This design comes from an exercise in tuning for small area, a short achievable clock period and few clock cycles on the open sky130 flow, not from production work. The RTL was checked by simulation tests, not by an equivalence proof against the original design.

run 1:
==> flow/design.v <==
module Rotational_Cordic #(
	parameter INT_LENGTH        = 7,
	parameter FRAC_LENGTH       = 11,
	parameter NUM_OF_ITERATIONS = 11
) (
input  wire               CLK,
input  wire               RST,
input  wire               ENABLE,
input  wire signed [17:0] Xo,
input  wire signed [17:0] Yo,
input  wire signed [17:0] Zo,
output wire signed [17:0] XN,
output wire signed [17:0] YN,
output reg                Done
);
localparam signed [17:0] TWO_PI  = 18'h03243, M2PI  = 18'h3cdbc,
                         PI      = 18'h01921, MPI   = 18'h3e6df,
                         HPI     = 18'h00c90, MHPI  = 18'h3f36f,
                         T3PI2   = 18'h025b2, M3PI2 = 18'h3da4d;
reg signed [17:0] x, y;
reg signed [11:0] z;       
reg               neg, busy;
reg  [2:0]        pass;
wire hi  = Zo >  T3PI2;                
wire lo  = Zo <  M3PI2;                
wire qp  = Zo >= HPI  && Zo <= T3PI2;  
wire qn  = Zo >= M3PI2 && Zo <= MHPI;  
wire s0  = hi ? (Zo < TWO_PI) : lo ? (Zo <= M2PI) : qp ? (Zo < PI) : qn ? (Zo < MPI) : Zo[17];
reg signed [17:0] k1;
always @* begin
  case ({hi, lo, qp, qn})
    4'b1000: k1 = -TWO_PI;
    4'b0100: k1 =  TWO_PI;
    4'b0010: k1 = -PI;
    4'b0001: k1 =  PI;
    default: k1 = 18'sd0;
  endcase
  k1 = s0 ? k1 + 18'sd1608 : k1 - 18'sd1608;
end
wire signed [17:0] z1  = Zo + k1;
wire signed [11:0] z1s = (z1[17:11] == 7'h00 || z1[17:11] == 7'h7f) ? z1[11:0]
                                                                   : {z1[17], {11{~z1[17]}}};
reg signed [17:0] xa, ya, xb, yb;    
reg        [11:0] aa, ab;            
always @* begin
  case (pass)
    3'd0:    begin aa = 12'h3b5; ab = 12'h1f5; end
    3'd1:    begin aa = 12'h0fe; ab = 12'h07f; end
    3'd2:    begin aa = 12'h03f; ab = 12'h01f; end
    3'd3:    begin aa = 12'h00f; ab = 12'h007; end
    default: begin aa = 12'h003; ab = 12'h001; end
  endcase
end
always @* begin
  case (pass)
    3'd0:    begin xa = x >>> 1; ya = y >>> 1; end
    3'd1:    begin xa = x >>> 3; ya = y >>> 3; end
    3'd2:    begin xa = x >>> 5; ya = y >>> 5; end
    3'd3:    begin xa = x >>> 7; ya = y >>> 7; end
    default: begin xa = x >>> 9; ya = y >>> 9; end
  endcase
end
wire sa = z[11];
wire [18:0] xat = {x, 1'b1} + {ya ^ {18{~sa}}, ~sa};
wire [18:0] yat = {y, 1'b1} + {xa ^ {18{sa}},  sa};
wire [12:0] zat = {z, 1'b1} + {aa ^ {12{~sa}}, ~sa};
wire signed [17:0] x2 = xat[18:1], y2 = yat[18:1];
wire signed [11:0] z2 = zat[12:1];
wire signed [17:0] xi = busy ? x2 : Xo;
wire signed [17:0] yi = busy ? y2 : Yo;
always @* begin
  if (!busy) begin xb = xi; yb = yi; end
  else case (pass)
    3'd0:    begin xb = xi >>> 2; yb = yi >>> 2; end
    3'd1:    begin xb = xi >>> 4; yb = yi >>> 4; end
    3'd2:    begin xb = xi >>> 6; yb = yi >>> 6; end
    3'd3:    begin xb = xi >>> 8; yb = yi >>> 8; end
    default: begin xb = xi >>> 10; yb = yi >>> 10; end
  endcase
end
wire sb = busy ? z2[11] : s0;
wire [18:0] xbt = {xi, 1'b1} + {yb ^ {18{~sb}}, ~sb};
wire [18:0] ybt = {yi, 1'b1} + {xb ^ {18{sb}},  sb};
wire [12:0] zbt = {z2, 1'b1} + {ab ^ {12{~sb}}, ~sb};
always @(posedge CLK or negedge RST)
  if (!RST) begin
    busy <= 1'b0; Done <= 1'b0; pass <= 3'd0;
  end else begin
    Done <= busy && pass == 3'd4;
    if (ENABLE) begin
      busy <= 1'b1; pass <= 3'd0;
    end else begin
      if (pass == 3'd4) busy <= 1'b0;
      pass <= pass + 3'd1;
    end
  end
always @(posedge CLK)
  if (ENABLE) begin
    x <= xbt[18:1]; y <= ybt[18:1]; z <= z1s;
    neg <= qp | qn;
  end else begin
    x <= xbt[18:1]; y <= ybt[18:1]; z <= zbt[12:1];
  end
wire [28:0] xq = {{11{x[17]^neg}}, x ^ {18{neg}}};
wire [28:0] yq = {{11{y[17]^neg}}, y ^ {18{neg}}};
wire [28:0] kc = neg ? 29'd3293 : 29'd3;
wire [28:0] P  = (xq << 10) + (xq << 8) + ~(xq << 5) + ~(xq << 2) + ~xq + kc;
wire [28:0] Q  = (yq << 10) + (yq << 8) + ~(yq << 5) + ~(yq << 2) + ~yq + kc;
assign XN = P[28:11];
assign YN = Q[28:11];
endmodule
make LEC_CHECK=0 CAP_MARGIN=20 CORE_MARGIN=2 CORE_UTILIZATION=70 PLACE_DENSITY=0.8 SLEW_MARGIN=20 finish   # period 8.0 ns
run.sh (not shown) runs the stock make flow with config.mk's settings and CLKGATE_MAP_FILE= SYNTH_SCRIPT=/design/flow/synth_recipe.tcl, a recipe that flattens the netlist after the stock synthesis.
Testbench counts of run 1, summed over its fixed seeds: cycles 9,600.
Relative to run 1, the following input files were edited for run 2:
Settings: changing PLACE_DENSITY from 0.8 to 0.6; changing CORE_UTILIZATION from 70 to 40; setting SETUP_SLACK_MARGIN to 1.5 for the first time.
## What came out
- The final non-filler cell area of run 2 was inferior to that of run 1.
- Critical path depth was higher in run 2 than in run 1.
- Cell type of the slowest stage on the worst timing path = clkdlybuf4s50_1: run 1; cell type of the slowest stage on the worst timing path = fa_1: run 2
- Met3 track demand over resource in global routing: run 2 < run 1
- Run 2 falls short of run 1 in area enclosed by the die boundary.
Input-level comparison between run 3 and run 2:
Settings: clearing SETUP_SLACK_MARGIN, which used to be 1.5.
The period utilization of run 3 exceeds that of run 2 by 11 points. Run 3 vs. run 2: area growth from synthesis to final layout down 19 points; maximum frequency down 17 MHz; worst setup slack down 0.88 ns; post-route cell area down about 14%. Routed wire in run 3 totals less than in run 2.

## static timing again, ports no longer ideal
In the flow no input, the clock included, has a driving cell. The finished layouts below were timed again as built, in two steps. Step 1 assumes that a clkbuf_16 drives the clock port and a buf_2 every other input. Step 2, shift: input delay + t, output delay - t, t = (earliest + latest rising clock arrival at the registers) / 2. This alone moves slack from input paths to output paths. Slacks: ideal ports / drivers / drivers and shift; pairs: ideal ports / drivers.
| run | shift t [ns] | slack for setup (ns) | clock arrival spread, ns | worst slew at a driven data input, ns | pins driven straight from the clock port |
|---|---|---|---|---|---|
| run 1 | 0.361 | 0.269 / 0.224 / 0.362 | 0.019 / 0.019 | 0.05 | 1 |
| run 2 | 0.371 | 1.313 / 1.262 / 1.356 | 0.022 / 0.022 | 0.05 | 1 |
| run 3 | 0.371 | 0.434 / 0.388 / 0.510 | 0.012 / 0.012 | 0.05 | 1 |
After both steps every run listed still meets setup and hold.
